Background: an optimization exercise with open tools, aiming at small area. Do not read the settings as production practice.
In this exercise RTL edits were held to simulation tests only and were not proved equivalent to the original.
Power and IR drop assume default switching activity.

**flow/config.mk**
```make
export PLATFORM = sky130hd
export DESIGN_NAME = usb_top_level
export DESIGN_NICKNAME = usb_top_level
export VERILOG_FILES = /design/flow/design.v
export SDC_FILE = /design/flow/constraint.sdc
export NUM_CORES = 4
export LEC_CHECK = 0
export CAP_MARGIN = 20
export CORE_MARGIN = 2
export CORE_UTILIZATION = 45
export SLEW_MARGIN = 20
```
**flow/constraint.sdc**
```tcl
create_clock -name core_clock -period 10.0 [get_ports {clk}]
set_input_delay 2.0000 -clock core_clock [delete_from_list [all_inputs] [get_ports {clk}]]
set_output_delay 2.0000 -clock core_clock [all_outputs]
set_load 0.01 [all_outputs]
```
**flow/design.v**
```verilog
module rcv_block
(
    input  wire clk,
    input  wire n_rst,
    input  wire d_plus,
    input  wire d_minus,
    input  wire [6:0] buffer_occupancy,
    output reg  rx_error,
    output reg  rx_transfer_active,
    output reg  flush,
    output reg  rx_data_ready,
    output reg  [3:0] rx_packet,
    output reg  w_enable,
    output reg  [7:0] rcv_data
);
localparam logic [4:0]
    IDLE = 5'd0, EIDLE = 5'd1, RESET = 5'd2, READING_SYNC = 5'd3, CHECKING_SYNC = 5'd4,
    READ_PID = 5'd5, CHECKSTORE_PID = 5'd6, READ_DATA = 5'd7, RECEIVED_DATA = 5'd8,
    STORE_DATA = 5'd9, WAIT_FOR_EOP = 5'd10, READ_ADRESS = 5'd11, RECEIVED_ADRESS = 5'd12,
    ADRESS_DONE = 5'd13, ADRESS_CHECK = 5'd14, ADRESS_CORRECT = 5'd15, WAIT = 5'd16,
    EOP1 = 5'd17, ERROR = 5'd18, ERROR_EOP1 = 5'd19;
reg dp_meta, dp_sync, dm_meta, dm_sync, dp_old;
reg new_data, old_data, eop;
wire d_edge = dp_old ^ dp_sync;
wire shift_enable;
wire d_orig = ~(new_data ^ old_data);
always_ff @(posedge clk, negedge n_rst) begin
    if (!n_rst) begin
        dp_meta <= 1'b1; dp_sync <= 1'b1;
        dm_meta <= 1'b0; dm_sync <= 1'b0;
        dp_old <= 1'b1;
        new_data <= 1'b1; old_data <= 1'b1;
        eop <= 1'b0;
    end else begin
        dp_meta <= d_plus;  dp_sync <= dp_meta;
        dm_meta <= d_minus; dm_sync <= dm_meta;
        dp_old <= dp_sync;
        if (shift_enable) begin
            new_data <= dp_sync;
            old_data <= new_data;
            eop <= ~(dp_sync | dm_sync);
        end
    end
end
reg [1:0] s1;
reg [3:0] c1;
reg f1;
assign shift_enable = f1 & ~d_edge;
always_ff @(posedge clk, negedge n_rst) begin
    if (!n_rst) begin
        s1 <= 2'd0; c1 <= 4'd0; f1 <= 1'b0;
    end else begin
        case (s1)
            2'd0: s1 <= 2'd1;
            2'd1: if (shift_enable) s1 <= 2'd2;
            default: if (d_edge) s1 <= 2'd1;
        endcase
        if (s1 == 2'd0 || d_edge) begin
            c1 <= 4'd0; f1 <= 1'b0;
        end else if (s1 == 2'd1) begin
            if (c1 == 4'd1)      begin c1 <= 4'd1; f1 <= 1'b0; end
            else if (c1 == 4'd0) begin c1 <= 4'd1; f1 <= 1'b1; end
            else                 begin c1 <= c1 + 4'd1; f1 <= 1'b0; end
        end else begin
            if (c1 == 4'd8)      begin c1 <= 4'd1; f1 <= 1'b0; end
            else if (c1 == 4'd7) begin c1 <= 4'd8; f1 <= 1'b1; end
            else                 begin c1 <= c1 + 4'd1; f1 <= 1'b0; end
        end
    end
end
reg [2:0] s2;
reg [3:0] c2;
reg byte_received;
wire disable_timer;
always_ff @(posedge clk, negedge n_rst) begin
    if (!n_rst) begin
        s2 <= 3'd0; c2 <= 4'd0; byte_received <= 1'b0;
    end else begin
        case (s2)
            3'd0: if (d_edge) s2 <= 3'd1;
            3'd1: s2 <= 3'd2;
            3'd2: if (shift_enable) s2 <= 3'd3;
            3'd3: if (disable_timer) s2 <= 3'd0; else if (byte_received) s2 <= 3'd4;
            default: s2 <= 3'd3;
        endcase
        if (s2 == 3'd1 || s2 == 3'd4) begin
            c2 <= 4'd0; byte_received <= 1'b0;
        end else if (s2 == 3'd3 && shift_enable) begin
            if (c2 == 4'd8)      begin c2 <= 4'd1; byte_received <= 1'b0; end
            else if (c2 == 4'd7) begin c2 <= 4'd8; byte_received <= 1'b1; end
            else                 begin c2 <= c2 + 4'd1; byte_received <= 1'b0; end
        end
    end
end
reg [7:0] p_out;
always_ff @(posedge clk, negedge n_rst) begin
    if (!n_rst)
        p_out <= 8'hff;
    else if (shift_enable)
        p_out <= {d_orig, p_out[7:1]};
end
reg [4:0] state, nxt;
reg done_2, done_64;
reg [7:0] new_2_byte, old_2_byte;
wire es = eop & shift_enable;
always_comb begin
    nxt = state;
    case (state)
        IDLE, EIDLE:     if (d_edge) nxt = RESET;
        RESET:           nxt = READING_SYNC;
        READING_SYNC:    if (byte_received) nxt = CHECKING_SYNC;
        CHECKING_SYNC:   nxt = (p_out == 8'b10000000) ? READ_PID : ERROR;
        READ_PID:        if (byte_received) nxt = CHECKSTORE_PID;
        CHECKSTORE_PID: begin
            if (p_out == 8'b11010010 || p_out == 8'b01011010 || p_out == 8'b00011110)
                nxt = WAIT;
            else if (p_out == 8'b11100001 || p_out == 8'b01101001)
                nxt = READ_ADRESS;
            else if (p_out == 8'b11000011 || p_out == 8'b01001011)
                nxt = READ_DATA;
            else
                nxt = ERROR;
        end
        WAIT, ADRESS_CORRECT: if (es) nxt = EOP1;
        READ_ADRESS: begin
            if (byte_received) nxt = RECEIVED_ADRESS;
            else if (es) nxt = ERROR_EOP1;
        end
        RECEIVED_ADRESS: nxt = ADRESS_DONE;
        ADRESS_DONE:     nxt = done_2 ? ADRESS_CHECK : READ_ADRESS;
        ADRESS_CHECK:    nxt = (old_2_byte[6:0] == 7'b0000001 && {new_2_byte[2:0], old_2_byte[7]} == 4'b0001)
                               ? ADRESS_CORRECT : ERROR;
        READ_DATA: begin
            if (byte_received) nxt = RECEIVED_DATA;
            else if (es) nxt = ERROR_EOP1;
        end
        RECEIVED_DATA:   nxt = done_2 ? STORE_DATA : WAIT_FOR_EOP;
        STORE_DATA:      nxt = done_64 ? ERROR : WAIT_FOR_EOP;
        WAIT_FOR_EOP: begin
            if (!eop && shift_enable) nxt = READ_DATA;
            else if (es) nxt = done_2 ? EOP1 : ERROR_EOP1;
        end
        EOP1:            if (es) nxt = IDLE;
        ERROR:           if (es) nxt = ERROR_EOP1;
        ERROR_EOP1:      if (es) nxt = EIDLE;
        default: ;
    endcase
end
wire load_buf  = (state == RECEIVED_ADRESS) | (state == RECEIVED_DATA);
wire store_pid = (state == CHECKSTORE_PID);
assign disable_timer = (state == IDLE) | (state == EIDLE);
always_comb begin
    flush    = (state == RESET);
    w_enable = (state == STORE_DATA);
    rx_error = (state == EIDLE) | (state == ERROR) | (state == ERROR_EOP1);
    rx_transfer_active = (state >= RESET) & (state <= ERROR) & (state != EOP1);
end
reg [1:0] n2;
reg [6:0] n64;
assign done_2  = n2[1];
assign done_64 = n64[6];
reg rdy;
assign rx_data_ready = rdy;
always_ff @(posedge clk, negedge n_rst) begin
    if (!n_rst) begin
        state <= IDLE;
        n2 <= 2'd0;
        n64 <= 7'd0;
        rdy <= 1'b0;
        rx_packet <= 4'd0;
    end else begin
        state <= nxt;
        if (flush) n2 <= 2'd0;
        else if (load_buf && !n2[1]) n2 <= n2 + 2'd1;
        if (flush) n64 <= 7'd0;
        else if (w_enable && !n64[6]) n64 <= n64 + 7'd1;
        if (!rdy) begin
            if (w_enable) rdy <= 1'b1;
        end else if (buffer_occupancy == 7'd0)
            rdy <= 1'b0;
        if (store_pid) begin
            case (p_out)
                8'b11100001: rx_packet <= 4'b0001;
                8'b01101001: rx_packet <= 4'b1001;
                8'b11000011: rx_packet <= 4'b0011;
                8'b01001011: rx_packet <= 4'b1011;
                8'b11010010: rx_packet <= 4'b0010;
                8'b01011010: rx_packet <= 4'b1010;
                8'b00011110: rx_packet <= 4'b1110;
                default: ;
            endcase
        end
    end
end
always_ff @(posedge clk) begin
    if (load_buf) begin
        new_2_byte <= p_out;
        old_2_byte <= new_2_byte;
        rcv_data   <= old_2_byte;
    end
end
endmodule
module usb_transmitter (
  input  logic clk,
  input  logic n_rst,
  input  logic [6:0] buffer_occupancy,
  input  logic [3:0] tx_packet,
  input  logic [7:0] tx_packet_data,
  output logic get_tx_packet_data,
  output logic tx_transfer_active,
  output logic tx_error,
  output logic d_plus_out,
  output logic d_minus_out
);
  typedef enum logic [4:0] { IDLE, SYNC_load, SYNC, PID_load, PID, DATA_load, DATA, DATA_check,
                             CRC_load_1, CRC_1, CRC_load_2, CRC_2, EOP_1, EOP_2, ERROR,
                             IDLE_d_1, IDLE_d_2, IDLE_d_3 } stateType;
  stateType state, next_state;
  logic byte_transmitted, strobe;
  logic [3:0] cbit;           
  logic [3:0] cbyte;          
  logic [2:0] ts;             
  logic [7:0] sr;
  logic d_encoded;
  logic timer_clear, load, sync_start, pid_start, crc_start, eop, idle;
  always_comb begin
    timer_clear = (state == IDLE);
    load        = (state == SYNC_load) | (state == PID_load) | (state == DATA_load) |
                  (state == CRC_load_1) | (state == CRC_load_2) | (state == ERROR);
    sync_start  = (state == SYNC_load);
    pid_start   = (state == PID_load);
    crc_start   = (state == CRC_load_1) | (state == CRC_load_2);
    eop         = (state == EOP_1) | (state == EOP_2);
    idle        = (state == IDLE) | (state == IDLE_d_1) | (state == IDLE_d_2) | (state == IDLE_d_3);
    get_tx_packet_data = (state == DATA_check);
    tx_error    = (state == ERROR);
    tx_transfer_active = ~idle;
  end
  always_comb begin
    next_state = state;
    case (state)
      IDLE: begin
        if (tx_packet != 4'd0) begin
          if (tx_packet == 4'b0011 && buffer_occupancy == 7'd0) next_state = ERROR;
          else next_state = SYNC_load;
        end
      end
      SYNC_load:  next_state = SYNC;
      SYNC:       if (byte_transmitted) next_state = PID_load;
      PID_load:   next_state = PID;
      PID: begin
        if (byte_transmitted) begin
          if (tx_packet == 4'b0011 || tx_packet == 4'b1011) next_state = DATA_load;
          else if (tx_packet == 4'b0001 || tx_packet == 4'b1001) next_state = CRC_load_1;
          else next_state = EOP_1;
        end
      end
      DATA_load:  next_state = DATA;
      DATA:       if (byte_transmitted) next_state = DATA_check;
      DATA_check: next_state = (buffer_occupancy != 7'd0) ? DATA_load : CRC_load_1;
      CRC_load_1: next_state = CRC_1;
      CRC_1:      if (byte_transmitted) next_state = CRC_load_2;
      CRC_load_2: next_state = CRC_2;
      CRC_2:      if (byte_transmitted) next_state = EOP_1;
      EOP_1:      if (strobe) next_state = EOP_2;
      EOP_2:      if (strobe) next_state = IDLE_d_1;
      IDLE_d_1:   next_state = IDLE_d_2;
      IDLE_d_2:   next_state = IDLE_d_3;
      IDLE_d_3:   next_state = IDLE;
      ERROR:      if (byte_transmitted) next_state = IDLE;
      default: ;
    endcase
  end
  logic [7:0] d_par;
  always_comb begin
    d_par = tx_packet_data;
    if (pid_start) begin
      case (tx_packet)
        4'b0001: d_par = 8'b11100001;
        4'b1001: d_par = 8'b01101001;
        4'b0010: d_par = 8'b11010010;
        4'b1010: d_par = 8'b01011010;
        4'b1110: d_par = 8'b00011110;
        4'b0011: d_par = 8'b11000011;
        default: ;
      endcase
    end
    if (sync_start) d_par = 8'b10000000;
    if (crc_start)  d_par = 8'b00000000;
  end
  logic counting, ct9, tclr;
  assign counting = (ts == 3'd1) | (ts == 3'd3) | (ts == 3'd5);
  assign ct9  = (ts == 3'd5);
  assign tclr = (ts == 3'd2) | (ts == 3'd4) | (ts == 3'd6);
  logic [3:0] cbit_n, cbyte_n;
  always_comb begin
    if (timer_clear) cbit_n = 4'd0;
    else if (counting) cbit_n = (cbit == 4'd8) ? 4'd1 : cbit + 4'd1;
    else cbit_n = cbit;
    if (timer_clear || tclr) cbyte_n = 4'd0;
    else if (counting && strobe) cbyte_n = (cbyte == {1'b1, 2'b00, ct9}) ? 4'd1 : cbyte + 4'd1;
    else cbyte_n = cbyte;
  end
  always_ff @(posedge clk, negedge n_rst) begin
    if (!n_rst) begin
      state <= IDLE;
      ts <= 3'd0;
      cbit <= 4'd0;
      strobe <= 1'b0;
      cbyte <= 4'd0;
      byte_transmitted <= 1'b0;
      d_encoded <= 1'b1;
    end else begin
      state <= next_state;
      case (ts)
        3'd0: ts <= 3'd1;
        3'd1, 3'd3, 3'd5: if (byte_transmitted) ts <= ts + 3'd1;
        3'd2, 3'd4: ts <= ts + 3'd1;
        default: ts <= 3'd1;
      endcase
      cbit <= cbit_n;
      strobe <= ~timer_clear & (cbit_n == 4'd8);
      cbyte <= cbyte_n;
      byte_transmitted <= ~(timer_clear | tclr) & (cbyte_n == {1'b1, 2'b00, ct9});
      if (tx_transfer_active && cbit == 4'd4 && !sr[0])
        d_encoded <= ~d_encoded;
    end
  end
  always_ff @(posedge clk) begin
    if (load) sr <= d_par;
    else if (strobe) sr <= {1'b1, sr[7:1]};
  end
  assign d_plus_out  = ~eop & (idle | d_encoded);
  assign d_minus_out = ~eop & ~idle & ~d_encoded;
endmodule
module buffer (
    input logic clk,
    input logic n_rst,
    input logic store_tx_data,
    input logic store_rx_packet_data,
    input logic get_rx_data,
    input logic get_tx_packet_data,
    input logic [7:0] tx_data,
    input logic [7:0] rx_packet_data,
    input logic clear,
    input logic flush,
    output logic [6:0] buffer_occupancy,
    output logic [7:0] rx_data,
    output logic [7:0] tx_packet_data
);
logic [6:0] store_ptr, get_ptr;
logic [6:0] hw;           
logic [7:0] mem [63:0];   
logic clr, we;
logic [7:0] wd;
assign clr = flush | clear;
assign we  = store_rx_packet_data | store_tx_data;
assign wd  = store_tx_data ? tx_data : rx_packet_data;
always_ff @(posedge clk, negedge n_rst) begin
    if (!n_rst) begin
        store_ptr <= '0;
        get_ptr <= '0;
        hw <= '0;
    end else begin
        if (clr)
            store_ptr <= '0;
        else if (we && !store_ptr[6])
            store_ptr <= store_ptr + 7'd1;
        if (clr)
            get_ptr <= '0;
        else if ((get_rx_data || get_tx_packet_data) && !get_ptr[6] && buffer_occupancy != 7'd0)
            get_ptr <= get_ptr + 7'd1;
        if (we && !hw[6] && store_ptr[5:0] == hw[5:0])
            hw <= hw + 7'd1;
    end
end
always_ff @(posedge clk) begin
    if (we)
        mem[store_ptr[5:0]] <= wd;
end
logic [511:0] mflat;
always_comb
    for (int i = 0; i < 64; i++)
        mflat[i * 8 +: 8] = mem[i];
buffer_rd RD (
    .m(mflat),
    .g(get_ptr[5:0]),
    .v((get_ptr[5:0] != hw[5:0]) | hw[6]),
    .rx(rx_data)
);
assign tx_packet_data = rx_data;
logic [6:0] diff;
assign diff = store_ptr - get_ptr;
assign buffer_occupancy = (diff == 7'd64) ? 7'd64 : {1'b0, diff[5:0]};
endmodule
module buffer_rd (
    input  logic [511:0] m,
    input  logic [5:0] g,
    input  logic v,
    output logic [7:0] rx
);
assign rx = v ? m[g * 8 +: 8] : 8'd0;
endmodule
module ahb_slave
(
  input  logic clk,
  input  logic n_rst,
  input  logic hsel,
  input  logic [3:0] haddr,
  input  logic [1:0] htrans,
  input  logic [1:0] hsize,
  input  logic hwrite,
  input  logic [31:0] hwdata,
  output logic [31:0] hrdata,
  output logic hresp,
  output logic hready,
  input  logic [3:0] rx_packet,
  input  logic rx_data_ready,
  input  logic rx_transfer_active,
  input  logic rx_error,
  output logic dmode,
  input  logic [6:0] buffer_occupancy,
  input  logic [7:0] rx_data,
  output logic get_rx_data,
  output logic store_tx_data,
  output logic [7:0] tx_data,
  output logic clear,
  output logic [3:0] tx_packet,
  input  logic tx_transfer_active,
  input  logic tx_error
);
  localparam logic [2:0] D_IDLE = 3'b000, D_WR = 3'b001, D_RD = 3'b010,
                         D_B1 = 3'b100, D_B2 = 3'b101, D_B3 = 3'b110, D_B4 = 3'b111;
  logic [7:0] sd0, sd1, sd2, sd3;      
  logic [4:0] st4;                     
  logic [1:0] st5;                     
  logic       er6, er7;                
  logic [6:0] oc8;                     
  logic       ws9;                     
  logic [7:0] sd10, sd11, sd12, sd13;
  logic [2:0] ds;
  logic       read, write;
  logic [1:0] txs, fls;                
  logic       a_hi;                    
  logic [1:0] a_lo;                    
  logic [3:0] p_haddr;
  logic       p_hwrite, p_hsize;
  assign hresp  = hsel & ((hwrite & (haddr[3:2] == 2'b01 | haddr[3:1] == 3'b100)) |
                          (haddr[3:1] == 3'b111) | (hsize == 2'b11));
  assign hready = ~hresp;
  assign dmode  = rx_transfer_active;
  assign clear  = sd13[0];
  assign get_rx_data   = read;
  assign store_tx_data = write;
  always_comb begin
    case (sd12)
      8'd1:    tx_packet = 4'b0011;
      8'd2:    tx_packet = 4'b0010;
      8'd3:    tx_packet = 4'b1010;
      8'd4:    tx_packet = 4'b1110;
      default: tx_packet = 4'b0000;
    endcase
  end
  always_comb begin
    case (ds[1:0])
      2'd0: tx_data = sd0;
      2'd1: tx_data = sd1;
      2'd2: tx_data = sd2;
      default: tx_data = sd3;
    endcase
  end
  logic ok;           
  logic [3:0] na;     
  assign ok = hsel & ~hresp;
  always_comb begin
    na = haddr;
    if (hsize[0]) na[0] = 1'b0;
    if (hsize[1]) na[1:0] = 2'b00;
  end
  logic wr;
  logic w10, w11, w12, w13;
  logic [7:0] d13;
  assign wr  = hsel & p_hwrite & a_hi;
  assign w10 = wr & (a_lo == 2'd2);
  assign w11 = wr & (a_lo == 2'd3) & ~p_hsize | wr & (a_lo == 2'd2) & p_hsize;
  assign w12 = wr & (a_lo == 2'd0);
  assign w13 = wr & (a_lo == 2'd1) | wr & (a_lo == 2'd0) & p_hsize;
  assign d13 = (p_hsize & (a_lo == 2'd1)) ? hwdata[7:0] : hwdata[15:8];
  logic [7:0] n10;
  always_comb begin
    n10 = sd10;
    if (read && ((ds == D_B1 && sd11[0]) || (ds == D_B2 && sd11[1]) || ds == D_B4))
      n10 = '0;
    if (w10) n10 = hwdata[23:16];
  end
  logic [7:0] l0, l1, l2, l3;
  always_comb begin
    case (haddr[3:2])
      2'd0: begin l0 = sd0; l1 = sd1; l2 = sd2; l3 = sd3; end
      2'd1: begin l0 = {3'b0, st4}; l1 = {6'b0, st5}; l2 = {7'b0, er6}; l3 = {7'b0, er7}; end
      2'd2: begin l0 = {1'b0, oc8}; l1 = {7'b0, ws9}; l2 = sd10; l3 = sd11; end
      default: begin l0 = sd12; l1 = sd13; l2 = 8'd0; l3 = 8'd0; end
    endcase
  end
  logic [3:0] len;
  always_comb begin
    case (hsize)
      2'd0: len = 4'b0001 << haddr[1:0];
      2'd1: len = haddr[1] ? 4'b1100 : 4'b0011;
      default: len = 4'b1111;
    endcase
  end
  always_ff @(posedge clk, negedge n_rst) begin
    if (!n_rst) begin
      sd0 <= '0; sd1 <= '0; sd2 <= '0; sd3 <= '0;
      st4 <= '0; st5 <= '0; er6 <= 1'b0; er7 <= 1'b0; oc8 <= '0; ws9 <= 1'b0;
      sd10 <= '0; sd11 <= '0; sd12 <= '0; sd13 <= '0;
      ds <= D_IDLE; read <= 1'b0; write <= 1'b0;
      txs <= 2'd0; fls <= 2'd0;
      a_hi <= 1'b0; a_lo <= 2'd0;
      p_haddr <= '0; p_hwrite <= 1'b0; p_hsize <= 1'b0;
      hrdata <= '0;
    end else begin
      p_haddr  <= haddr;
      p_hwrite <= hwrite;
      p_hsize  <= hsize[0];
      if (ok) begin
        a_hi <= (na > 4'd9);
        a_lo <= na[1:0];
      end
      st4 <= {rx_packet == 4'b1010, rx_packet == 4'b0010, rx_packet == 4'b0001,
              rx_packet == 4'b1001, rx_data_ready};
      st5 <= {tx_transfer_active, rx_transfer_active};
      er6 <= rx_error;
      er7 <= tx_error;
      oc8 <= buffer_occupancy;
      if (write) ws9 <= (ds != D_B4);
      if (ds == D_WR) begin
        {sd3, sd2, sd1, sd0} <= hwdata;
      end
      if (read) begin
        case (ds[1:0])
          2'd0: sd0 <= rx_data;
          2'd1: sd1 <= rx_data;
          2'd2: sd2 <= rx_data;
          default: sd3 <= rx_data;
        endcase
      end
      sd10 <= n10;
      if (w11) sd11 <= hwdata[31:24];
      else if (hsel && htrans != 2'b00 && hsize != 2'b11) sd11 <= {5'b0, hsize == 2'd2, hsize == 2'd1, hsize == 2'd0};
      if (w12) sd12 <= hwdata[7:0];
      else if (txs == 2'd3) sd12 <= '0;
      if (w13) sd13 <= d13;
      else if (fls == 2'd3) sd13 <= '0;
      case (txs)
        2'd0: if (ok && hwrite && haddr == 4'd12) txs <= 2'd1;
        2'd1: if (tx_transfer_active) txs <= 2'd2;
        2'd2: if (!tx_transfer_active) txs <= 2'd3;
        default: txs <= 2'd0;
      endcase
      case (fls)
        2'd0: if (ok && hwrite && haddr == 4'd13) fls <= 2'd1;
        2'd1: fls <= 2'd2;
        2'd2: if (buffer_occupancy == 7'd0) fls <= 2'd3;
        default: fls <= 2'd0;
      endcase
      case (ds)
        D_IDLE: begin
          if (n10[0]) ds <= D_RD;
          else if (ok && hwrite && na == 4'd0) ds <= D_WR;
        end
        D_WR: begin ds <= D_B1; write <= 1'b1; end
        D_RD: begin ds <= D_B1; read <= 1'b1; end
        D_B1: begin
          ds <= sd11[0] ? D_IDLE : D_B2;
          if (sd11[0]) begin read <= 1'b0; write <= 1'b0; end
        end
        D_B2: begin
          ds <= sd11[1] ? D_IDLE : D_B3;
          if (sd11[1]) begin read <= 1'b0; write <= 1'b0; end
        end
        D_B3: ds <= D_B4;
        default: begin ds <= D_IDLE; read <= 1'b0; write <= 1'b0; end
      endcase
      if (ok && !hwrite) begin
        if (p_hwrite && p_haddr == haddr)
          hrdata <= hwdata;
        else
          hrdata <= {len[3] ? l3 : 8'd0, len[2] ? l2 : 8'd0, len[1] ? l1 : 8'd0, len[0] ? l0 : 8'd0};
      end
    end
  end
endmodule
module usb_top_level(
    input logic clk,
    input logic n_rst,
    input logic hsel,
    input logic [3:0] haddr,
    input logic [1:0] htrans,
    input logic  [1:0] hsize,
    input logic hwrite,
    input logic [31:0] hwdata,
    output logic [31:0] hrdata,
    output logic hresp,
    output logic hready,
    output logic d_mode,
    input logic d_plus_in,
    input logic d_minus_in,
    output logic d_plus_out,
    output logic d_minus_out,
    output logic [6:0] buffer_occupancy,
    output logic get_rx_data,
    output logic [3:0] tx_packet,
    output logic tx_transfer_active
);
logic [3:0] rx_packet;
logic rx_data_ready;
logic rx_transfer_active;
logic rx_error;
logic store_rx_packet_data;
logic [7:0] rx_packet_data;
logic flush;
logic [7:0] rx_data;
logic store_tx_data;
logic [7:0] tx_data;
logic clear;
logic tx_error;
logic get_tx_packet_data;
logic [7:0] tx_packet_data;
ahb_slave AHB_SLAVE(
    .clk(clk),
    .n_rst(n_rst),
    .hsel(hsel),
    .hwrite(hwrite),
    .hsize(hsize),
    .haddr(haddr),
    .htrans(htrans),
    .hwdata(hwdata),
    .hrdata(hrdata),
    .hresp(hresp),
    .hready(hready),
    .dmode(d_mode),
    .rx_packet(rx_packet),
    .rx_data_ready(rx_data_ready),
    .rx_transfer_active(rx_transfer_active),
    .rx_error(rx_error),
    .buffer_occupancy(buffer_occupancy),
    .rx_data(rx_data),
    .get_rx_data(get_rx_data),
    .store_tx_data(store_tx_data),
    .tx_data(tx_data),
    .clear(clear),
    .tx_packet(tx_packet),
    .tx_transfer_active(tx_transfer_active),
    .tx_error(tx_error)
);
buffer BUFFER(
    .clk(clk),
    .n_rst(n_rst),
    .store_tx_data(store_tx_data),
    .store_rx_packet_data(store_rx_packet_data),
    .get_rx_data(get_rx_data),
    .get_tx_packet_data(get_tx_packet_data),
    .tx_data(tx_data),
    .rx_packet_data(rx_packet_data),
    .clear(clear),
    .flush(flush),
    .buffer_occupancy(buffer_occupancy),
    .rx_data(rx_data),
    .tx_packet_data(tx_packet_data)
);
usb_transmitter TRANSMITTER(
    .clk(clk),
    .n_rst(n_rst),
    .buffer_occupancy(buffer_occupancy),
    .tx_packet(tx_packet),
    .tx_packet_data(tx_packet_data),
    .get_tx_packet_data(get_tx_packet_data),
    .tx_transfer_active(tx_transfer_active),
    .tx_error(tx_error),
    .d_plus_out(d_plus_out),
    .d_minus_out(d_minus_out)
);
rcv_block RECEIVER(
    .clk(clk),
    .n_rst(n_rst),
    .d_plus(d_plus_in),
    .d_minus(d_minus_in),
    .buffer_occupancy(buffer_occupancy),
    .rx_error(rx_error),
    .rx_transfer_active(rx_transfer_active),
    .flush(flush),
    .rx_data_ready(rx_data_ready),
    .rx_packet(rx_packet),
    .w_enable(store_rx_packet_data),
    .rcv_data(rx_packet_data)
);
endmodule
```
**flow/flow/run.sh**
```bash
#!/bin/bash
# Layout flow: the standard synthesis, then an area-oriented re-mapping of
# the combinational logic (registers untouched), then the standard ORFS flow
# with single-drive-strength port buffers and a clock tree built from larger
# sink clusters without dummy loads.
set -euo pipefail
W=$PWD
F=$W/flow
RES=$W/orfs/results/sky130hd/usb_top_level/base
LIB=$FLOW_HOME/platforms/sky130hd/lib/sky130_fd_sc_hd__tt_025C_1v80.lib
YOSYS=$(command -v yosys || echo $FLOW_HOME/../tools/install/yosys/bin/yosys)

bash standard.sh synth > $W/synth.log 2>&1
cp $RES/1_2_yosys.v $W/std_synth.v

# Second synthesis of the same design with the buffer's read multiplexer
# (buffer_rd, no registers) replaced by a hand-placed cell netlist. It is used
# only if it keeps exactly the standard synthesis's registers.
NET=$W/std_synth.v
if python3 $F/gen_rd.py > $W/rd_gates.v 2> $W/gen_rd.log &&
   python3 $F/swap_rd.py $W/design.v $W/rd_gates.v $W/design_rd.v > $W/swap_rd.log 2>&1; then
  sed "s#$W/design.v#$W/design_rd.v#" $W/config.mk > $W/config_rd.mk
  sed -e "s#DESIGN_CONFIG=$W/config.mk#DESIGN_CONFIG=$W/config_rd.mk#" -e "s#WORK_HOME=$W/orfs #WORK_HOME=$W/orfs_rd #" standard.sh > $W/standard_rd.sh
  if bash $W/standard_rd.sh synth > $W/synth_rd.log 2>&1; then
    RD=$W/orfs_rd/results/sky130hd/usb_top_level/base/1_2_yosys.v
    python3 $F/regs.py $W/std_synth.v > $W/regs_std.txt
    python3 $F/regs.py $RD > $W/regs_rd.txt
    if cmp -s $W/regs_std.txt $W/regs_rd.txt && [ -s $W/regs_std.txt ]; then
      cp $RD $W/rd_synth.v
      NET=$W/rd_synth.v
    fi
  fi
fi
echo "remap input: $NET" > $W/remap_input.log

DU=""
for c in $(awk '/^export DONT_USE_CELLS/{f=1} f{print} f&&!/\\$/{f=0}' $FLOW_HOME/platforms/sky130hd/config.mk | grep -o 'sky130_fd_sc_hd__[a-z0-9_]*'); do
  DU="$DU -dont_use $c"
done
cat > $W/remap.ys <<EOF
read_liberty -ignore_miss_func $LIB
read_verilog -lib $F/keep_stubs.v
read_verilog $NET
hierarchy -top usb_top_level
chtype -map sky130_fd_sc_hd__inv_1 KEEP_inv_1 -map sky130_fd_sc_hd__nand2_1 KEEP_nand2_1 -map sky130_fd_sc_hd__nand3_1 KEEP_nand3_1 -map sky130_fd_sc_hd__nand4_1 KEEP_nand4_1 -map sky130_fd_sc_hd__nor2_1 KEEP_nor2_1 -map sky130_fd_sc_hd__nor3_1 KEEP_nor3_1 -map sky130_fd_sc_hd__a222oi_1 KEEP_a222oi_1 usb_top_level/c:BUFFER.RD.rdg_*
setattr -mod -set keep_hierarchy 1 sky130_fd_sc_hd__df* sky130_fd_sc_hd__edf*
flatten
opt_clean
setundef -zero
abc -liberty $LIB $DU -script $F/remap.abc usb_top_level
opt_clean -purge
hilomap -singleton -hicell sky130_fd_sc_hd__conb_1 HI -locell sky130_fd_sc_hd__conb_1 LO
insbuf -buf sky130_fd_sc_hd__buf_4 A X
splitnets
opt_clean -purge
chtype -map KEEP_inv_1 sky130_fd_sc_hd__inv_1 -map KEEP_nand2_1 sky130_fd_sc_hd__nand2_1 -map KEEP_nand3_1 sky130_fd_sc_hd__nand3_1 -map KEEP_nand4_1 sky130_fd_sc_hd__nand4_1 -map KEEP_nor2_1 sky130_fd_sc_hd__nor2_1 -map KEEP_nor3_1 sky130_fd_sc_hd__nor3_1 -map KEEP_a222oi_1 sky130_fd_sc_hd__a222oi_1 usb_top_level
select usb_top_level
write_verilog -noattr -noexpr -nohex -nodec -selected $W/remap.v
EOF
$YOSYS -l $W/remap.log -q $W/remap.ys > /dev/null 2>&1
cp $W/remap.v $RES/1_2_yosys.v
rm -f $RES/1_synth.odb $RES/1_synth.sdc

export BUFFER_PORTS_ARGS="-buffer_cell sky130_fd_sc_hd__buf_1"
export CTS_ARGS="-sink_clustering_enable -repair_clock_nets -dont_use_dummy_load -buf_list sky130_fd_sc_hd__clkbuf_4 -sink_clustering_size 10 -sink_clustering_max_diameter 40"
bash standard.sh > $W/layout.log 2>&1
```
**flow/flow/gen_rd.py**
```python
#!/usr/bin/env python3
"""Write a gate-level buffer_rd (the 64-to-1 byte read multiplexer) in
sky130_fd_sc_hd cells: one-hot select from predecoded pointer halves, then
per bit an AND-OR tree of a222oi cells.  Same function as the RTL module:
rx = v ? m[g*8 +: 8] : 0."""
import sys

P = 'sky130_fd_sc_hd__'
out = []
n = [0]


def cell(typ, pins):
    n[0] += 1
    conn = ', '.join('.%s(%s)' % (k, v) for k, v in pins)
    out.append('  %s%s rdg_%d (%s);' % (P, typ, n[0], conn))


def wire(name, width=None):
    out.append('  wire %s%s;' % ('[%d:0] ' % (width - 1) if width else '', name))


out.append('module buffer_rd (m, g, v, rx);')
out.append('  input [511:0] m;')
out.append('  input [5:0] g;')
out.append('  input v;')
out.append('  output [7:0] rx;')
wire('gn', 6)
wire('lo_n', 8)
wire('hi_n', 8)
wire('sel', 64)
for k in range(6):
    cell('inv_1', [('A', 'g[%d]' % k), ('Y', 'gn[%d]' % k)])


def lit(k, bit):
    return ('g[%d]' % k) if bit else ('gn[%d]' % k)


for j in range(8):
    cell('nand3_1', [('A', lit(0, j & 1)), ('B', lit(1, j >> 1 & 1)), ('C', lit(2, j >> 2 & 1)),
                     ('Y', 'lo_n[%d]' % j)])
    cell('nand4_1', [('A', lit(3, j & 1)), ('B', lit(4, j >> 1 & 1)), ('C', lit(5, j >> 2 & 1)),
                     ('D', 'v'), ('Y', 'hi_n[%d]' % j)])
for i in range(64):
    cell('nor2_1', [('A', 'lo_n[%d]' % (i % 8)), ('B', 'hi_n[%d]' % (i // 8)), ('Y', 'sel[%d]' % i)])

for b in range(8):
    y = 'y%d' % b
    z = 'z%d' % b
    wire(y, 22)
    wire(z, 6)
    wire('w%d' % b, 2)
    for k in range(21):
        e = [3 * k, 3 * k + 1, 3 * k + 2]
        cell('a222oi_1', [('A1', 'sel[%d]' % e[0]), ('A2', 'm[%d]' % (e[0] * 8 + b)),
                          ('B1', 'sel[%d]' % e[1]), ('B2', 'm[%d]' % (e[1] * 8 + b)),
                          ('C1', 'sel[%d]' % e[2]), ('C2', 'm[%d]' % (e[2] * 8 + b)),
                          ('Y', '%s[%d]' % (y, k))])
    cell('nand2_1', [('A', 'sel[63]'), ('B', 'm[%d]' % (63 * 8 + b)), ('Y', '%s[21]' % y)])
    for q in range(5):
        cell('nand4_1', [('A', '%s[%d]' % (y, 4 * q)), ('B', '%s[%d]' % (y, 4 * q + 1)),
                         ('C', '%s[%d]' % (y, 4 * q + 2)), ('D', '%s[%d]' % (y, 4 * q + 3)),
                         ('Y', '%s[%d]' % (z, q))])
    cell('nand2_1', [('A', '%s[20]' % y), ('B', '%s[21]' % y), ('Y', '%s[5]' % z)])
    cell('nor3_1', [('A', '%s[0]' % z), ('B', '%s[1]' % z), ('C', '%s[2]' % z), ('Y', 'w%d[0]' % b)])
    cell('nor3_1', [('A', '%s[3]' % z), ('B', '%s[4]' % z), ('C', '%s[5]' % z), ('Y', 'w%d[1]' % b)])
    cell('nand2_1', [('A', 'w%d[0]' % b), ('B', 'w%d[1]' % b), ('Y', 'rx[%d]' % b)])
out.append('endmodule')
sys.stdout.write('\n'.join(out) + '\n')
```
**flow/flow/keep_stubs.v**
```verilog
module KEEP_inv_1(input A, output Y); endmodule
module KEEP_nand2_1(input A, input B, output Y); endmodule
module KEEP_nand3_1(input A, input B, input C, output Y); endmodule
module KEEP_nand4_1(input A, input B, input C, input D, output Y); endmodule
module KEEP_nor2_1(input A, input B, output Y); endmodule
module KEEP_nor3_1(input A, input B, input C, output Y); endmodule
module KEEP_a222oi_1(input A1, input A2, input B1, input B2, input C1, input C2, output Y); endmodule
```
**flow/flow/regs.py**
```python
#!/usr/bin/env python3
"""List the flip-flops of a netlist as sorted 'type name' lines."""
import re, sys
t = open(sys.argv[1]).read()
regs = re.findall(r'^\s*(sky130_fd_sc_hd__(?:df|edf|sdf|dl)\w*)\s+(\S+(?: \S+)?)\s*\(', t, re.M)
for typ, name in sorted(set((a, b.strip()) for a, b in regs), key=lambda x: x[1]):
    print(typ, name)
```
**flow/flow/remap.abc**
```
&get -n
&st
&deepsyn -T 60
&dch -f
&nf -a -R 20 -C 32
&st
&deepsyn -T 60
&dch -f
&nf -a -R 20 -C 32
&put
```
**flow/flow/swap_rd.py**
```python
#!/usr/bin/env python3
"""Replace module buffer_rd in the design with the gate-level one."""
import re, sys
d = open(sys.argv[1]).read()
g = open(sys.argv[2]).read()
m = re.search(r'^module buffer_rd\b.*?^endmodule\b', d, re.S | re.M)
if not m:
    sys.exit('buffer_rd not found')
open(sys.argv[3], 'w').write(d[:m.start()] + g + d[m.end():])
print('swapped buffer_rd')
```
**flow/standard.sh**
```bash
#!/bin/bash
# synth_recipe.tcl (not shown) runs the flow's synth.tcl, then flattens the netlist and writes it again
# the make line also repeats each setting of config.mk as NAME=value (left out here)
make -C /OpenROAD-flow-scripts/flow DESIGN_CONFIG=/design/flow/config.mk WORK_HOME=/design/flow/orfs CLKGATE_MAP_FILE= SYNTH_SCRIPT=/design/flow/synth_recipe.tcl "${@:-finish}"
```
==> run summary, run 1 <==
status no timing/DRC/antenna violations; total track usage 23.20%; post-synthesis instance area 29610 µm²; maximum achievable frequency 0.1667 GHz; Worst Max-Slew Pin Slew 1057 ps; Area Overhead vs Synth 7.518%; Clk pin slew, worst setup/hold paths 110 ps; CTS Sinks 765; CTS tree done; HP Class reg -> reg; critical path class reg -> out; CP required 8000 ps; Leak 10.90 nW; die area 67860 µm²; worst-path fanout max 12; HPWL after DPL 51810 µm; Tcrit/Tclk final 60.00%; WL final 79940 µm; Worst-Skew Late Latency 930 ps; # nets final 2278; die height 260.5 µm; largest net degree at the start of global routing 175; Num CTS Buffers 108; CTS max path bufs 3; most frequent cells in the layout edfxtp_1 (544), nor2_1 (289), a222oi_1 (219); commonest non-fill, non-tap cell in the layout edfxtp_1; multi-input logic area 7397 µm²; Post-Synthesis Cells 2041; cell area after layout 31830 µm²; Final Max Slew Viols 0; syn nets 2087; Max Clock Skew 111.2 ps; RSZ-0062 raised after global routing false; Fin Hold WS 353.3 ps; Root Buffer clkbuf_4; initial antenna violation count 2; max-cap viol count 0; min Tclk post-route 6000 ps; layout cell share with drive strength beyond 1 6.771%; drt drc 0; PD cells 259.3 nW/µm²; Worst EP arrival 4000 ps; total grt overflow 0; FILL cells 5719; sequential cell area 21880 µm²; Post-CTS Setup Inserts 0; CP Launch Type flop; synthesized area per cell 14.51 µm²; post-CTS resize count 0; CORE AREA 65390 µm²; placed cell area 31020 µm²; vias post-DR 19760; ANT nets after route 0; total negative setup slack 0 ps; first-pass GRT wire length 118000 µm; wire length per cell 25.83 µm; H-tree Lvls 3; Slew headroom 29.52%; IO Port Bufs 95; DIE WIDTH 260.5 µm; site row count 94; drt initial violations 2961; VDD IR max 165.5 µV; Crit. End Element output pin; hold_buf cts 0; GP Congestion 0.9041; I/O pins 96; Initial Util 45.28%; vias in the first global route 18760; Yosys Warn Count 7; final hold violations 0; First-pass DRT Iterations 9; routed vias/inst 6.385; setup violators final 0
[flip-flops by register name (all words and copies together) (netlist names), 8 cells and up]
| signal | count |
|---|---|
| AHB_SLAVE.hrdata | 32 |
| AHB_SLAVE.sd0 | 8 |
| AHB_SLAVE.sd11 | 8 |
| RECEIVER.old_2_byte | 8 |
| TRANSMITTER.sr | 8 |
| RECEIVER.p_out | 8 |
| AHB_SLAVE.sd12 | 8 |
| BUFFER.mem | 512 |
| AHB_SLAVE.sd13 | 8 |
| RECEIVER.rcv_data | 8 |
| AHB_SLAVE.sd1 | 8 |
| AHB_SLAVE.sd3 | 8 |
| AHB_SLAVE.sd10 | 8 |
| RECEIVER.new_2_byte | 8 |
| AHB_SLAVE.sd2 | 8 |
[where the power goes]
part           total, mW  switching, mW  internal (mW)  leakage, nW
Combinational       2.19           1.61          0.584         2.75
Clock               1.47          0.975          0.491        0.497
Sequential          4.60          0.424           4.17         7.66
Total               8.25           3.00           5.25         10.9
[worst max-delay path: stages, from the launching register on]
cell and delay [ps]:
dfrtp_1 580, nor2b_1 280, a21oi_1 140, maj3_1 410, maj3_1 410, maj3_1 390, xnor2_1 230, nor3b_1 480
buf_1 210
[layout make-up]
| type | count | area share (%) |
|---|---|---|
| diodes | 1 | 0.007861 |
| multi-input cells | 1204 | 23.24 |
| well taps | 864 | 3.396 |
| repair buffers | 113 | 1.596 |
| flip-flops and latches | 765 | 68.74 |
| inverters | 40 | 0.4717 |
| clock buffers | 108 | 2.547 |
[path summary, 6_finish.rpt]
path | start | endpoint | slack [ps] | cells after the start
max | BUFFER.get_ptr[0] | buffer_occupancy[6] | 4000 | 8
min | RECEIVER.dp_meta | RECEIVER.dp_sync | 350 | 0
max reg2reg | BUFFER.get_ptr[1] | TRANSMITTER.sr[3] | 4790 | 11
min reg2reg | RECEIVER.dp_meta | RECEIVER.dp_sync | 350 | 0
max in group asynchronous | n_rst | RECEIVER.c2[0] | 7280 | 2
min in group asynchronous | n_rst | AHB_SLAVE.sd11[0] | 1140 | 1
[stage by stage]
stage / instances / total power, mW / setup WS (ps) / utilization [%]
after floorplan: 2041 / 5.793 / 5138 / -
after global placement: 2986 / 6.758 / 4427 / 47.44
after detailed placement: 2986 / 6.825 / 4344 / 47.44
after CTS: 3094 / 8.266 / 3882 / 48.68
after global routing: 3095 / 8.613 / 3664 / 48.68
final: 3095 / 8.253 / 4000 / 48.68
[per-layer routing]
layer / GRT usage [%] / part of all wire [%] / up-vias
met1: 32.95 / 41 / 9973
met3: 4.089 / 8.6 / 169
met5: 0 / 0.016 / -
met2: 35.75 / 47 / 1004
li1: - / - / 8614
met4: 9.079 / 3.5 / 2
==> inputs of run 2 (changes only) <==
--- a/flow/design.v
+++ b/flow/design.v
@@ -194,9 +194,16 @@
 end
+reg pend;
+always_ff @(posedge clk, negedge n_rst) begin
+    if (!n_rst)
+        pend <= 1'b0;
+    else
+        pend <= load_buf;
+end
 always_ff @(posedge clk) begin
-    if (load_buf) begin
+    if (pend) begin
         new_2_byte <= p_out;
         old_2_byte <= new_2_byte;
-        rcv_data   <= old_2_byte;
     end
 end
+assign rcv_data = old_2_byte;
 endmodule
==> run 2 against run 1 <==
  * Still clean on timing, DRC and antenna
  * Total power decreased by 3.6%
  * Non-clock buffer count decreased by 4
  * First-iteration DRC count increased by 9.3%
  * Core utilization increased by 0.29 points
  * Worst hold slack got worse by 11 ps
  * Routed wire length increased by 0.82%
  * Global-route usage increased by 0.51 points
  * Synthesized cell count decreased by 0.59%
  * Fmax increased by 4.5%
  * Cell area decreased by 0.84%
  * Highest routed layer is now met4
==> run summary, run 2 <==
DP Cell Count 2961; GP Congestion 0.9279; Tcrit/Tclk final 57.41%; vias in the first global route 19270; RSZ-0062 raised after global routing false; post-CTS resize count 0; final hold violations 0; Area Overhead vs Synth 7.591%; first-pass GRT wire length 119600 µm; total negative setup slack 0 ps; worst hold path startpoint RECEIVER.new_2_byte[5]; CORE AREA 64460 µm²; I/O pins 96; max-cap viol count 0; initial antenna violation count 1; CTS max path bufs 3; WL final 80590 µm; cell area after layout 31570 µm²; total track usage 23.71%; syn nets 2075; total grt overflow 0; PD cells 252.0 nW/µm²; worst slack at placement 4461 ps; Largest register FFs 512; CP required 8000 ps; reg-to-reg endpoint TRANSMITTER.sr[4]; Num CTS Buffers 111; die height 259.3 µm; maximum achievable frequency 0.1742 GHz; Worst Max-Slew Pin Slew 1034 ps; H-tree Lvls 3; Clk pin slew, worst setup/hold paths 110 ps; setup slack after layout 4259 ps; hold_buf cts 0; Reg2Reg Depth 10; CTS Sinks 758; post-synthesis instance area 29340 µm²; worst-path fanout max 9; Fin Hold WS 341.9 ps; ANT nets after route 0; CP Launch Type flop; DIE WIDTH 259.3 µm; Worst EP arrival 3740 ps; site row count 93; Slew headroom 29.31%; Initial Util 45.51%; min Tclk post-route 5741 ps; VDD IR max 156.2 µV; setup violators final 0; Post-Synthesis Cells 2029; FF-to-FF Start BUFFER.get_ptr[0]; Crit. End Element output pin; critical path class reg -> out; Final Max Slew Viols 0; drt drc 0; layout cell share with drive strength beyond 1 6.766%; commonest non-fill, non-tap cell in the layout edfxtp_1; largest net degree at the start of global routing 173; Root Buffer clkbuf_4; Worst R2R Setup Slack 5200 ps; FILL cells 5575; most frequent cells in the layout edfxtp_1 (536), nor2_1 (269), a222oi_1 (213); Post-CTS Setup Inserts 0; drt initial violations 3236; routed vias/inst 6.393; vias post-DR 19650; HP Class reg -> reg; Max Clock Skew 177.5 ps; synthesized area per cell 14.46 µm²; # nets final 2265; HPWL after DPL 52800 µm; Final Util 48.97%; Yosys Warn Count 8; Worst-Skew Late Latency 980 ps; die area 67260 µm²; overall power 7.955 mW; First-pass DRT Iterations 13; fin cells 3074; CTS tree done; Leak 10.82 nW; status no timing/DRC/antenna violations; IO Port Bufs 95; Hold Path Sink RECEIVER.old_2_byte[5]; hold path cells 0; wire length per cell 26.22 µm; placed cell area 30730 µm²
==> run 2: area by class of cell <==
class | count | area [µm²] | area share [%]
timing repair buffer | 109 | 478.0 | 1.514
inverter | 52 | 195.2 | 0.6183
tap | 855 | 1070 | 3.389
sequential | 758 | 21670 | 68.64
clock buffer | 111 | 833.3 | 2.640
antenna | 2 | 5.005 | 0.01585
multi-input combinational | 1187 | 7317 | 23.18
==> run 2: power breakdown <==
| part | total, mW | internal, mW | switching [mW] |
|---|---|---|---|
| registers | 4.47 | 4.08 | 0.391 |
| clock network | 1.48 | 0.504 | 0.974 |
| logic | 2.01 | 0.536 | 1.47 |
| total | 7.95 | 5.12 | 2.84 |
==> run 2: how the worst max path moves through the flow <==
stage	startpoint	to	slack (ps)	cells past startpoint
floorplan	haddr[2]	AHB_SLAVE.hrdata[10]	5100	7
global placement	haddr[2]	AHB_SLAVE.hrdata[24]	4470	12
CTS	BUFFER.store_ptr[0]	buffer_occupancy[6]	4140	8
global route	BUFFER.store_ptr[0]	buffer_occupancy[6]	4010	8
finish	BUFFER.store_ptr[0]	buffer_occupancy[6]	4260	8
detailed placement	haddr[2]	AHB_SLAVE.hrdata[24]	4460	12
==> run 2: worst max-delay path: stages, from the launching register on <==
cell	delay (ps)
dfrtp_1	510
nand2b_1	250
o21ba_1	220
maj3_1	390
maj3_1	390
o21ai_0	210
xnor2_1	170
nor3b_1	470
buf_1	210
==> run 2: metal layers <==
layer  routed length [µm]  vias to the layer above  track usage [%]
li1                     -                     8564                -
met3                 8546                      168            4.989
met5                    0                        -                0
met2                37450                     1081            37.28
met4                 2461                        0            8.285
met1                32130                     9838            32.86
==> inputs of run 3 (changes only) <==
--- a/flow/flow/run.sh
+++ b/flow/flow/run.sh
@@ -39,3 +39,6 @@
 done
-cat > $W/remap.ys <<EOF
+remap() {
+  local K=$1
+  sed "s/-S 0/-S $K/" $F/remap.abc > $W/remap_$K.abc
+  cat > $W/remap_$K.ys <<EOF
 read_liberty -ignore_miss_func $LIB
@@ -49,3 +52,3 @@
 setundef -zero
-abc -liberty $LIB $DU -script $F/remap.abc usb_top_level
+abc -liberty $LIB $DU -script $W/remap_$K.abc usb_top_level
 opt_clean -purge
@@ -57,5 +60,19 @@
 select usb_top_level
-write_verilog -noattr -noexpr -nohex -nodec -selected $W/remap.v
+write_verilog -noattr -noexpr -nohex -nodec -selected $W/remap_$K.v
 EOF
-$YOSYS -l $W/remap.log -q $W/remap.ys > /dev/null 2>&1
+  $YOSYS -l $W/remap_$K.log -q $W/remap_$K.ys > /dev/null 2>&1
+}
+# three seeds of the area search in parallel; keep the smallest netlist
+for K in 1 2 3; do remap $K & done
+wait
+best=""; barea=""
+for K in 1 2 3; do
+  a=$(python3 $F/cellarea.py $LIB $W/remap_$K.v || echo none)
+  echo "seed $K area ${a:-none}" >> $W/remap_pick.log
+  if [ "$a" != none ] && [ -s $W/remap_$K.v ] && { [ -z "$barea" ] || python3 -c "import sys; sys.exit(0 if $a < $barea else 1)"; }; then
+    best=$K; barea=$a
+  fi
+done
+echo "picked seed $best" >> $W/remap_pick.log
+if [ -n "$best" ]; then cp $W/remap_$best.v $W/remap.v; else cp $NET $W/remap.v; fi
 cp $W/remap.v $RES/1_2_yosys.v
==> flow/flow/cellarea.py (new file) <==
#!/usr/bin/env python3
"""Print the total cell area of a mapped netlist (liberty areas)."""
import re, sys
lib = open(sys.argv[1]).read()
area = {m.group(1): float(m.group(2)) for m in
        re.finditer(r'cell\s*\(\s*"?(\w+)"?\s*\)\s*\{.*?area\s*:\s*([\d.]+)', lib, re.S)}
try:
    net = open(sys.argv[2]).read()
except OSError:
    print('none'); sys.exit(0)
tot = sum(area.get(t, 0.0) for t in re.findall(r'^\s*(sky130_fd_sc_hd__\w+)\s', net, re.M))
print('%.3f' % tot if tot > 0 else 'none')
==> flow/flow/remap.abc (replaced) <==
&get -n
&st
&deepsyn -T 60 -S 0
&dch -f
&nf -a -R 20 -C 32
&st
&deepsyn -T 60 -S 0
&dch -f
&nf -a -R 20 -C 32
&put
==> run 3 against run 2 <==
  * Still clean
  * Core utilization is 0.19 points lower
  * Sequential cell count stayed put
  * Cell area is 0.39% lower
  * Via count hardly changed
  * Clock power hardly changed
  * Register-to-register slack better by 100 ps
  * Die area hardly changed
  * Cell count hardly changed
  * Fmax is 6.8% lower
  * Sequential power is 4% lower
  * Synthesized cell count is 0.39% higher
  * Critical endpoint unchanged
  * Largest cell class unchanged
  * Highest routed layer unchanged
==> run summary, run 3 <==
Tcrit/Tclk final 61.63%; # nets final 2268; total track usage 23.28%; CP required 8000 ps; Clk pin slew, worst setup/hold paths 90 ps; CTS tree done; die height 259.3 µm; wire length per cell 25.68 µm; post-CTS resize count 0; highest routed layer met4; Post-CTS Setup Inserts 0; routed vias/inst 6.393; Yosys Warn Count 8; site row count 93; post-synthesis instance area 29330 µm²; syn nets 2083; CORE AREA 64460 µm²; hold_buf cts 0; largest net degree at the start of global routing 67; drt drc 0; min Tclk post-route 6163 ps; vias in the first global route 19200; status no timing/DRC/antenna violations; DIE WIDTH 259.3 µm; Worst R2R Setup Slack 5300 ps; Fin Hold WS 337.3 ps; synthesized area per cell 14.40 µm²; RSZ-0062 raised after global routing false; GP Congestion 0.9531; Worst Max-Slew Pin Slew 942.2 ps; Initial Util 45.50%; die area 67240 µm²; FF-to-FF Start BUFFER.get_ptr[3]; Crit. End Element output pin; Largest register FFs 512; total negative setup slack 0 ps; PD cells 240.8 nW/µm²; commonest non-fill, non-tap cell in the layout edfxtp_1; metal3 WL 7469 µm; HPWL after DPL 51240 µm; CTS Sinks 758; most frequent cells in the layout edfxtp_1 (536), nor2_1 (299), a222oi_1 (217); First-pass DRT Iterations 13; Max Clock Skew 166.5 ps; worst hold path startpoint RECEIVER.dm_meta; Reg2Reg Depth 11; critical path class reg -> out; DR WL met2 36760 µm; Num CTS Buffers 106; hold path cells 0; total grt overflow 0; WL final 78980 µm; Hold Path Sink RECEIVER.dm_sync; Worst-Skew Late Latency 930 ps; worst-path fanout max 12; drt initial violations 3075; initial antenna violation count 1; metal1 wirelength 32330 µm; final hold violations 0; CTS max path bufs 3; Area Overhead vs Synth 7.196%; setup violators final 0; I/O pins 96; IO Port Bufs 95; Leak 10.87 nW; max-cap viol count 0; Root Buffer clkbuf_4; VDD IR max 151.1 µV; Post-Synthesis Cells 2037; reg-to-reg endpoint AHB_SLAVE.sd1[1]; Final Max Slew Viols 0; H-tree Lvls 3; Slew headroom 36.70%; first-pass GRT wire length 118200 µm; CP Launch Type flop; ANT nets after route 0; maximum achievable frequency 0.1623 GHz; HP Class reg -> reg; Worst EP arrival 4160 ps; vias post-DR 19670; layout cell share with drive strength beyond 1 6.577%
run 3: cell type report:
class / instances / area, µm²
sequential: 758 / 21670
inverter: 46 / 172.7
antenna: 1 / 2.502
timing repair buffer: 109 / 465.4
clock buffer: 106 / 795.8
tap: 855 / 1070
multi-input combinational: 1201 / 7268
fill: 5589 / 33020
run 3: worst max path at each step:
stage	slack, ps	end	cells after the start	startpoint
3_3_place_gp	4300	AHB_SLAVE.hrdata[4]	12	haddr[2]
3_5_place_dp	4080	AHB_SLAVE.hrdata[3]	12	haddr[2]
6_report	3840	buffer_occupancy[6]	8	BUFFER.get_ptr[0]
4_1_cts	3770	buffer_occupancy[6]	8	BUFFER.get_ptr[0]
5_1_grt	3660	buffer_occupancy[6]	8	BUFFER.get_ptr[0]
2_1_floorplan	5080	AHB_SLAVE.hrdata[9]	8	haddr[2]
run 3: layer usage:
layer | GRT usage [%] | up-vias
li1 | - | 8576
met1 | 32.67 | 9843
met2 | 36.39 | 1076
met3 | 4.540 | 170
met4 | 8.254 | 0
met5 | 0 | -
run 3: worst max-delay path: stages (launching register included):
cell and delay [ps]:
dfrtp_1 530, nor2b_1 230, maj3_1 400, maj3_1 410, maj3_1 400, maj3_1 370
xnor2_1 600, nor3b_1 180, buf_1 170
run 3: through the flow:
| step | instance area, µm² | instances | util [%] | power (mW) | setup WS [ps] |
|---|---|---|---|---|---|
| floorplan | 29330 | 2037 | - | 5.278 | 5081 |
| global placement | 30640 | 2969 | 47.53 | 6.112 | 4299 |
| detailed placement | 30640 | 2969 | 47.54 | 6.161 | 4085 |
| CTS | 31440 | 3075 | 48.77 | 7.585 | 3770 |
| global route | 31440 | 3076 | 48.78 | 7.910 | 3657 |
| finish | 31440 | 3076 | 48.78 | 7.572 | 3837 |
run 3: power breakdown:
group,switching (mW),internal (mW),total [mW],leakage [nW]
Combinational,1.35,0.508,1.86,2.77
Clock,0.967,0.482,1.45,0.488
Sequential,0.351,3.91,4.27,7.61
Total,2.67,4.90,7.57,10.9
==> inputs of run 4 (changes only) <==
--- a/flow/design.v
+++ b/flow/design.v
@@ -76,3 +76,3 @@
     if (!n_rst) begin
-        s2 <= 3'd0; c2 <= 4'd0; byte_received <= 1'b0;
+        s2 <= 3'd0;
     end else begin
@@ -85,9 +85,11 @@
         endcase
-        if (s2 == 3'd1 || s2 == 3'd4) begin
-            c2 <= 4'd0; byte_received <= 1'b0;
-        end else if (s2 == 3'd3 && shift_enable) begin
-            if (c2 == 4'd8)      begin c2 <= 4'd1; byte_received <= 1'b0; end
-            else if (c2 == 4'd7) begin c2 <= 4'd8; byte_received <= 1'b1; end
-            else                 begin c2 <= c2 + 4'd1; byte_received <= 1'b0; end
-        end
+    end
+end
+always_ff @(posedge clk) begin
+    if (s2 == 3'd1 || s2 == 3'd4) begin
+        c2 <= 4'd0; byte_received <= 1'b0;
+    end else if (s2 == 3'd3 && shift_enable) begin
+        if (c2 == 4'd8)      begin c2 <= 4'd1; byte_received <= 1'b0; end
+        else if (c2 == 4'd7) begin c2 <= 4'd8; byte_received <= 1'b1; end
+        else                 begin c2 <= c2 + 4'd1; byte_received <= 1'b0; end
     end
@@ -163,2 +165,8 @@
 assign rx_data_ready = rdy;
+always_ff @(posedge clk) begin
+    if (flush) n2 <= 2'd0;
+    else if (load_buf && !n2[1]) n2 <= n2 + 2'd1;
+    if (flush) n64 <= 7'd0;
+    else if (w_enable && !n64[6]) n64 <= n64 + 7'd1;
+end
 always_ff @(posedge clk, negedge n_rst) begin
@@ -166,4 +174,2 @@
         state <= IDLE;
-        n2 <= 2'd0;
-        n64 <= 7'd0;
         rdy <= 1'b0;
@@ -172,6 +178,2 @@
         state <= nxt;
-        if (flush) n2 <= 2'd0;
-        else if (load_buf && !n2[1]) n2 <= n2 + 2'd1;
-        if (flush) n64 <= 7'd0;
-        else if (w_enable && !n64[6]) n64 <= n64 + 7'd1;
         if (!rdy) begin
@@ -314,6 +316,2 @@
       ts <= 3'd0;
-      cbit <= 4'd0;
-      strobe <= 1'b0;
-      cbyte <= 4'd0;
-      byte_transmitted <= 1'b0;
       d_encoded <= 1'b1;
@@ -327,6 +325,2 @@
       endcase
-      cbit <= cbit_n;
-      strobe <= ~timer_clear & (cbit_n == 4'd8);
-      cbyte <= cbyte_n;
-      byte_transmitted <= ~(timer_clear | tclr) & (cbyte_n == {1'b1, 2'b00, ct9});
       if (tx_transfer_active && cbit == 4'd4 && !sr[0])
@@ -335,2 +329,8 @@
   end
+  always_ff @(posedge clk) begin
+    cbit <= cbit_n;
+    strobe <= ~timer_clear & (cbit_n == 4'd8);
+    cbyte <= cbyte_n;
+    byte_transmitted <= ~(timer_clear | tclr) & (cbyte_n == {1'b1, 2'b00, ct9});
+  end
   always_ff @(posedge clk) begin
==> run 4 against run 3 <==
  * Cell area is essentially flat
  * Cell count increased by 0.13%
  * Non-clock buffer count unchanged
  * Register-to-register slack lost 100 ps
  * Clock power about the same
  * Combinational power hardly changed
  * Clock skew fell by 50 ps
  * Sequential share of layout area decreased by 0.34 points
==> run summary, run 4 <==
status no timing/DRC/antenna violations; commonest non-fill, non-tap cell in the layout edfxtp_1; maximum achievable frequency 0.1684 GHz; Worst Max-Slew Pin Slew 1031 ps; GRT met1 Usage 32.08%; met3 Usage GRT 4.403%; die area 67070 µm²; post-synthesis instance area 29250 µm²; VDD IR max 139.4 µV; post-CTS resize count 0; most frequent cells in the layout edfxtp_1 (536), nor2_1 (294), a222oi_1 (220); HP Class reg -> reg; Largest register FFs 512; CP most frequent cell maj3_1; final hold violations 0; Leak 10.68 nW; syn nets 2083; drt drc 0; WL final 77820 µm; layout cell share with drive strength beyond 1 6.658%; GP Congestion 0.9246; H-tree Lvls 3; Tcrit/Tclk final 59.39%; Final Util 48.84%; Worst EP arrival 3940 ps; total track usage 22.94%; CP max stage delay 510 ps; CP top delay family adder cells; Final Max Slew Viols 0; drt initial violations 2944; critical path class reg -> out; CP Launch Type flop; worst-path fanout max 10; Clk pin slew, worst setup/hold paths 100 ps; Yosys Warn Count 8; DIE WIDTH 259.0 µm; Post-Synthesis Cells 2037; ANT nets after route 0; site row count 93; Post-CTS Setup Inserts 0; IO Port Bufs 95; total grt overflow 0; CORE AREA 64350 µm²; routed vias/inst 6.304; total negative setup slack 0 ps; Slew headroom 30.87%; vias in the first global route 18960; CTS tree done; first-pass GRT wire length 116000 µm; max-cap viol count 0; I/O pins 96; GRT met2 Usage 35.80%; Num CTS Buffers 109; die height 259.0 µm; Root Buffer clkbuf_4; initial antenna violation count 1; First-pass DRT Iterations 12; Cell Chain, Critical Path xnor2_1, a21oi_1, maj3_1, maj3_1, maj3_1, xnor2_1, nor3b_1, buf_1; CTS max path bufs 3; PD cells 245.1 nW/µm²; grt peak-use layer met2; Worst-Skew Late Latency 880 ps; vias post-DR 19420; Crit. End Element output pin; synthesized area per cell 14.36 µm²; RSZ-0062 raised after global routing false; crit path max-delay cell type dfrtp_1; WP buf/inv 1; hold_buf cts 0; HPWL after DPL 50560 µm; setup violators final 0; # nets final 2271; wire length per cell 25.26 µm; Area Overhead vs Synth 7.420%; min Tclk post-route 5939 ps; CTS Sinks 758; Initial Util 45.46%; Max Clock Skew 116.4 ps; CP required 8000 ps; largest net degree at the start of global routing 178
## run 4: area by class of cell
cell class                      count  area [µm²]
Tap cell                          855        1070
Sequential cell                   758       21550
Multi-Input combinational cell   1198        7322
Fill cell                        5588       32920
Antenna cell                        2       5.005
Inverter                           49       183.9
Timing Repair Buffer              109       478.0
Clock buffer                      109       818.3
## run 4: through the flow
stage | instances | power (mW) | hold WS (ps) | instance area (µm²) | worst slack, ps
floorplan | 2037 | 5.458 | 331.2 | 29250 | 5121
global placement | 2969 | 6.235 | 345.6 | 30600 | 3989
detailed placement | 2969 | 6.287 | 343.4 | 30600 | 4081
CTS | 3078 | 7.724 | 332.4 | 31420 | 4002
global route | 3079 | 8.078 | 323.7 | 31420 | 3850
finish | 3080 | 7.701 | 324.9 | 31430 | 4061
## run 4: routing by layer
layer | part of all wire [%] | wire length, µm | up-vias
met5 | 0 | 0 | -
met1 | 40 | 31360 | 9650
met4 | 3.2 | 2524 | 0
li1 | - | - | 8576
met2 | 46 | 36150 | 1029
met3 | 10 | 7781 | 160
## run 4: report_power, final
part	total [mW]	internal (mW)	switching, mW
clock network	1.46	0.496	0.965
registers	4.40	4.01	0.391
logic	1.84	0.536	1.30
## run 4: worst paths after layout
kind | startpoint | depth (start not counted) | slack, ps | end
min in group asynchronous | n_rst | 1 | 1030 | TRANSMITTER.ts[2]
worst max register to register | BUFFER.get_ptr[4] | 10 | 5200 | TRANSMITTER.sr[3]
worst min register to register | RECEIVER.dp_meta | 0 | 320 | RECEIVER.dp_sync
worst max-delay path | BUFFER.get_ptr[1] | 8 | 4060 | buffer_occupancy[6]
max in group asynchronous | n_rst | 2 | 7600 | RECEIVER.s2[1]
worst min-delay path | RECEIVER.dp_meta | 0 | 320 | RECEIVER.dp_sync
## run 4: worst reg2reg max path, delay by kind of cell (launching register included)
family | cells | cell delay, ps
flip-flops | 1 | 550
buffers and inverters | 1 | 200
AND/OR/NAND/NOR | 6 | 2510
AO/OA/AOI/OAI | 3 | 1320

-- static timing again, ports no longer ideal --
The results above use ideal ports. As a check the final layouts listed here were re-extracted and re-timed, cells and wires unchanged. Step 1, drivers: a clkbuf_16 drives clk and a buf_2 each remaining input, both assumed. Step 2, shift: input delay + t, output delay - t, t = (earliest + latest rising clock arrival at the registers) / 2. This alone moves slack from input paths to output paths. Slacks: no drivers / after step 1 / after step 2; pairs: no drivers / after step 1.
run | shift t [ns] | slack for setup (ns) | worst register clock-pin slew, ns
run 1 | 0.925 | 4.000 / 3.943 / 4.283 | 0.11 / 0.11
run 2 | 0.931 | 4.259 / 4.201 / 4.457 | 0.11 / 0.11
run 3 | 0.894 | 3.837 / 3.774 / 4.162 | 0.11 / 0.11
run 4 | 0.891 | 4.061 / 4.005 / 3.981 | 0.11 / 0.11
After both steps every run listed still meets setup and hold. The setup slack of run 4, which loses most, moves by -0.056 ns with the drivers and by -0.080 ns with both steps.
